This design comes from an exercise in tuning for small area, a short achievable clock period and few clock cycles per item on the open sky130 flow, not from production work. Where RTL was checked, it was by simulation tests only, not by an equivalence proof against the original.

==> flow/design.v <==
module adder #(
    parameter W = 25
) (
    input  [W - 1 : 0] a, b,
    input              cin,
    output [W - 1 : 0] s
);
    localparam L = $clog2(W);
    wire [W - 1 : 0] p0 = a ^ b;
    wire [W - 1 : 0] g  [0 : L];
    wire [W - 1 : 0] p  [0 : L];
    assign g[0] = {a[W - 1 : 1] & b[W - 1 : 1], (a[0] & b[0]) | (p0[0] & cin)};
    assign p[0] = p0;
    genvar l, i;
    generate
        for (l = 0; l < L; l = l + 1) begin : lvl
            for (i = 0; i < W; i = i + 1) begin : col
                if ((i >> l) % 2 == 1) begin : cmb
                    assign g[l + 1][i] = g[l][i] | (p[l][i] & g[l][((i >> l) << l) - 1]);
                    assign p[l + 1][i] = p[l][i] & p[l][((i >> l) << l) - 1];
                end else begin : thru
                    assign g[l + 1][i] = g[l][i];
                    assign p[l + 1][i] = p[l][i];
                end
            end
        end
    endgenerate
    assign s = p0 ^ {g[L][W - 2 : 0], cin};
endmodule
module square_root_float (
    input clk, rst,
    input start,
    input [31:0] u,
    output [31:0] out,
    output done, neg_flag
);
    reg        busy;
    reg  [4:0] cnt;          
    reg        hor;          
    reg        cpy;          
    reg  [3:0] s0, s1;       
    reg        xinv, xcin;   
    reg        fill;         
    reg [24:0] X;
    reg [24:0] Y;
    reg  [7:0] e_out;
    reg        sgn, spec;
    wire [7:0]  E = u[30:23];
    wire [22:0] M = u[22:0];
    wire        m_zero = (M == 23'd0);
    wire        zero = (E == 8'd0) & m_zero;
    wire        one  = E[0] & m_zero;
    wire [8:0]  e_sum = 9'd127 + {1'b0, E};
    always @(posedge clk) begin
        sgn   <= u[31];
        spec  <= zero | one;
        e_out <= zero ? 8'd0 : e_sum[8:1];
    end
    wire [4:0]  top_o = {2'b01, M[22:20]};
    wire [24:0] x_st = E[0] ? {top_o + 5'd2, M[19:0]} : {top_o + 5'd3, M[19:0]};
    wire [24:0] y_st = E[0] ? {top_o - 5'd2, M[19:0]} : {top_o - 5'd3, M[19:0]};
    wire signed [24:0] y_h  = {fill, Y[24:1]};
    wire        [24:0] x_h  = {1'b0, X[24:1]};
    wire        [27:0] y_e0 = {{3{fill}}, y_h};
    wire        [24:0] y_l1 = ({25{s0[0]}} & y_e0[24:0]) | ({25{s0[1]}} & y_e0[25:1]) |
                              ({25{s0[2]}} & y_e0[26:2]) | ({25{s0[3]}} & y_e0[27:3]);
    wire        [36:0] y_e1 = {{12{fill}}, y_l1};
    wire        [24:0] y_sh = ({25{s1[0]}} & y_e1[24:0]) | ({25{s1[1]}} & y_e1[28:4]) |
                              ({25{s1[2]}} & y_e1[32:8]) | ({25{s1[3]}} & y_e1[36:12]);
    wire        [27:0] x_e0 = {3'b000, x_h};
    wire        [24:0] x_l1 = ({25{s0[0]}} & x_e0[24:0]) | ({25{s0[1]}} & x_e0[25:1]) |
                              ({25{s0[2]}} & x_e0[26:2]) | ({25{s0[3]}} & x_e0[27:3]);
    wire        [36:0] x_e1 = {12'd0, x_l1};
    wire        [24:0] x_sh = ({25{s1[0]}} & x_e1[24:0]) | ({25{s1[1]}} & x_e1[28:4]) |
                              ({25{s1[2]}} & x_e1[32:8]) | ({25{s1[3]}} & x_e1[36:12]);
    wire [24:0] xadd, yadd;
    adder #(.W(25)) X_Adder (.a(X), .b(y_sh ^ {25{xinv}}), .cin(xcin), .s(xadd));
    adder #(.W(25)) Y_Adder (.a(Y), .b(x_sh ^ {25{xinv}}), .cin(xinv), .s(yadd));
    always @(posedge clk) begin
        if (!busy) begin
            X   <= x_st;
            Y   <= y_st;
        end else begin
            X   <= hor ? X : xadd;
            Y   <= cpy ? xadd : yadd;
        end
    end
    wire fin = (cnt == 5'd27) | ((cnt == 5'd1) & (sgn | spec));
    assign done     = busy & fin;
    assign neg_flag = sgn;
    assign out      = {sgn, e_out, Y[22:0] & {23{~spec}}};
    wire [4:0] cnt_i = cnt + 5'd1;
    wire [4:0] cnt_n = busy ? cnt_i : {3'd0, ~E[0], E[0]};
    wire       hor_n = busy & (cnt_i >= 5'd19);
    wire       cpy_n = busy & (cnt_i >= 5'd18);
    wire [3:0] sh_n  = busy ? sh_i : {3'd0, ~E[0]};
    wire       hinv_n = hinv_i;
    reg [3:0] sh_i;
    reg       hinv_i;
    always @(*) begin
        hinv_i = 1'b0;
        case (cnt_i)
            5'd1:  sh_i = 4'd0;    
            5'd2:  sh_i = 4'd1;
            5'd3:  sh_i = 4'd2;
            5'd4:  sh_i = 4'd3;
            5'd5:  sh_i = 4'd3;    
            5'd6:  sh_i = 4'd4;
            5'd7:  sh_i = 4'd5;
            5'd8:  sh_i = 4'd6;
            5'd9:  sh_i = 4'd7;
            5'd10: sh_i = 4'd8;
            5'd11: sh_i = 4'd9;
            5'd12: sh_i = 4'd10;
            5'd13: sh_i = 4'd11;
            5'd14: sh_i = 4'd12;
            5'd15: sh_i = 4'd12;   
            5'd16: sh_i = 4'd13;
            5'd17: sh_i = 4'd14;
            5'd18: sh_i = 4'd15;   
            5'd19: sh_i = 4'd3;    
            5'd20: begin sh_i = 4'd1; hinv_i = 1'b1; end   
            5'd21: begin sh_i = 4'd3; hinv_i = 1'b1; end   
            5'd22: sh_i = 4'd2;    
            5'd23: sh_i = 4'd1;    
            5'd24: begin sh_i = 4'd1; hinv_i = 1'b1; end   
            5'd25: begin sh_i = 4'd1; hinv_i = 1'b1; end   
            default: sh_i = 4'd1;  
        endcase
    end
    wire yneg_n = busy & yadd[24];
    always @(posedge clk) begin
        hor   <= hor_n;
        cpy   <= cpy_n;
        s0    <= 4'b0001 << sh_n[1:0];
        s1    <= 4'b0001 << sh_n[3:2];
        xinv  <= hor_n ? hinv_n : ~yneg_n;
        xcin  <= ~hor_n & ~yneg_n;
        fill  <= ~hor_n & yneg_n;
    end
    always @(posedge clk, posedge rst) begin
        if (rst) begin
            busy <= 1'b0;
            cnt  <= 5'd0;
        end else begin
            cnt <= cnt_n;
            if (!busy)
                busy <= start;
            else if (fin)
                busy <= 1'b0;
        end
    end
endmodule
Settings: LEC_CHECK=0, CAP_MARGIN=50, CORE_MARGIN=2, CORE_UTILIZATION=40, CTS_BUF_LIST=sky130_fd_sc_hd__clkbuf_8, SLEW_MARGIN=50; clock period 11.0 ns.
standard.sh (not shown) runs the stock make flow with config.mk's settings and CLKGATE_MAP_FILE= SYNTH_SCRIPT=/design/flow/synth_recipe.tcl, a recipe that flattens the netlist after the stock synthesis.
==> flow/flow/run.sh <==
#!/bin/bash
# Standard ORFS layout (the standard.sh, unchanged synthesis), with the
# timing repair after floorplan, CTS and global routing asked to leave a
# setup slack margin, so that it sizes and buffers the critical paths.
set -euo pipefail
bash standard.sh SETUP_SLACK_MARGIN=6.7 finish > standard.log 2>&1
Testbench counts at the start, summed over its fixed seeds: cycles 43,995, items 1,600.
Change:
--- a/flow/design.v
+++ b/flow/design.v
@@ -55,12 +55,18 @@
         sgn   <= u[31];
         spec  <= zero | one;
         e_out <= zero ? 8'd0 : e_sum[8:1];
     end
-    wire [4:0]  top_o = {2'b01, M[22:20]};
-    wire [24:0] x_st = E[0] ? {top_o + 5'd2, M[19:0]} : {top_o + 5'd3, M[19:0]};
-    wire [24:0] y_st = E[0] ? {top_o - 5'd2, M[19:0]} : {top_o - 5'd3, M[19:0]};
-    wire signed [24:0] y_h  = {fill, Y[24:1]};
+    wire [4:0]  top_e = {2'b01, M[22:20]};
+    wire [24:0] x_ev  = {top_e + 5'd3, M[19:0]};
+    wire [24:0] y_ev  = {top_e - 5'd3, M[19:0]};
+    wire        e_od  = M[0] & ~(M[2] & M[1]);
+    wire [1:0]  lo_od = M[2:1] + {1'b0, e_od};    
+    wire [24:0] x_od  = {5'd7 + {3'd0, M[22:21]}, M[20:3], lo_od};
+    wire [24:0] y_od  = {5'd1 + {3'd0, M[22:21]}, M[20:3], lo_od};
+    wire [24:0] x_st  = E[0] ? x_od : x_ev;
+    wire [24:0] y_st  = E[0] ? y_od : y_ev;
+    wire        [24:0] y_h  = {fill, Y[24:1]};
     wire        [24:0] x_h  = {1'b0, X[24:1]};
     wire        [27:0] y_e0 = {{3{fill}}, y_h};
     wire        [24:0] y_l1 = ({25{s0[0]}} & y_e0[24:0]) | ({25{s0[1]}} & y_e0[25:1]) |
                               ({25{s0[2]}} & y_e0[26:2]) | ({25{s0[3]}} & y_e0[27:3]);
@@ -84,25 +90,24 @@
             X   <= hor ? X : xadd;
             Y   <= cpy ? xadd : yadd;
         end
     end
-    wire fin = (cnt == 5'd27) | ((cnt == 5'd1) & (sgn | spec));
+    wire fin = (cnt == 5'd27) | ((cnt == 5'd2) & (sgn | spec));
     assign done     = busy & fin;
     assign neg_flag = sgn;
     assign out      = {sgn, e_out, Y[22:0] & {23{~spec}}};
     wire [4:0] cnt_i = cnt + 5'd1;
-    wire [4:0] cnt_n = busy ? cnt_i : {3'd0, ~E[0], E[0]};
+    wire [4:0] cnt_n = busy ? cnt_i : 5'd2;
     wire       hor_n = busy & (cnt_i >= 5'd19);
     wire       cpy_n = busy & (cnt_i >= 5'd18);
-    wire [3:0] sh_n  = busy ? sh_i : {3'd0, ~E[0]};
+    wire [3:0] sh_n  = busy ? sh_i : 4'd1;
     wire       hinv_n = hinv_i;
     reg [3:0] sh_i;
     reg       hinv_i;
     always @(*) begin
         hinv_i = 1'b0;
         case (cnt_i)
-            5'd1:  sh_i = 4'd0;    
-            5'd2:  sh_i = 4'd1;
+            5'd2:  sh_i = 4'd1;    
             5'd3:  sh_i = 4'd2;
             5'd4:  sh_i = 4'd3;
             5'd5:  sh_i = 4'd3;    
             5'd6:  sh_i = 4'd4;
Via count increases by 7.0%. Sequential cell count does not change. Routed wire length increases by 11%. Global-route usage increases by 1.2 points. Area after synthesis increases by 3.4%.
For the second run of this note, only the layout was checked, not whether the RTL still works.

==> afterwards: timing with drivers on the ports <==
No port has a modelled driver above. Below, the same layouts with a new extraction and two added sets of constraints. Step 1, drivers: a clkbuf_16 drives clk and a buf_2 each remaining input, both assumed. Step 2, shift: input delay + t, output delay - t, t = (earliest + latest rising clock arrival at the registers) / 2. This alone moves slack from input paths to output paths. Three values: ideal ports, drivers, drivers and shift; two values: the first two.
| run | t (ns) | slack for setup (ns) | clock arrival spread, ns | worst data-port slew with drivers (ns) |
|---|---|---|---|---|
| the first run | 0.414 | 6.896 / 6.886 / 6.523 | 0.018 / 0.017 | 0.04 |
| the second run | 0.397 | 6.859 / 6.859 / 6.683 | 0.015 / 0.015 | 0.04 |
After both steps setup and hold are still met in every run listed. For the first run, which loses most, drivers alone change the setup slack by -0.010 ns; drivers and shift together by -0.373 ns.
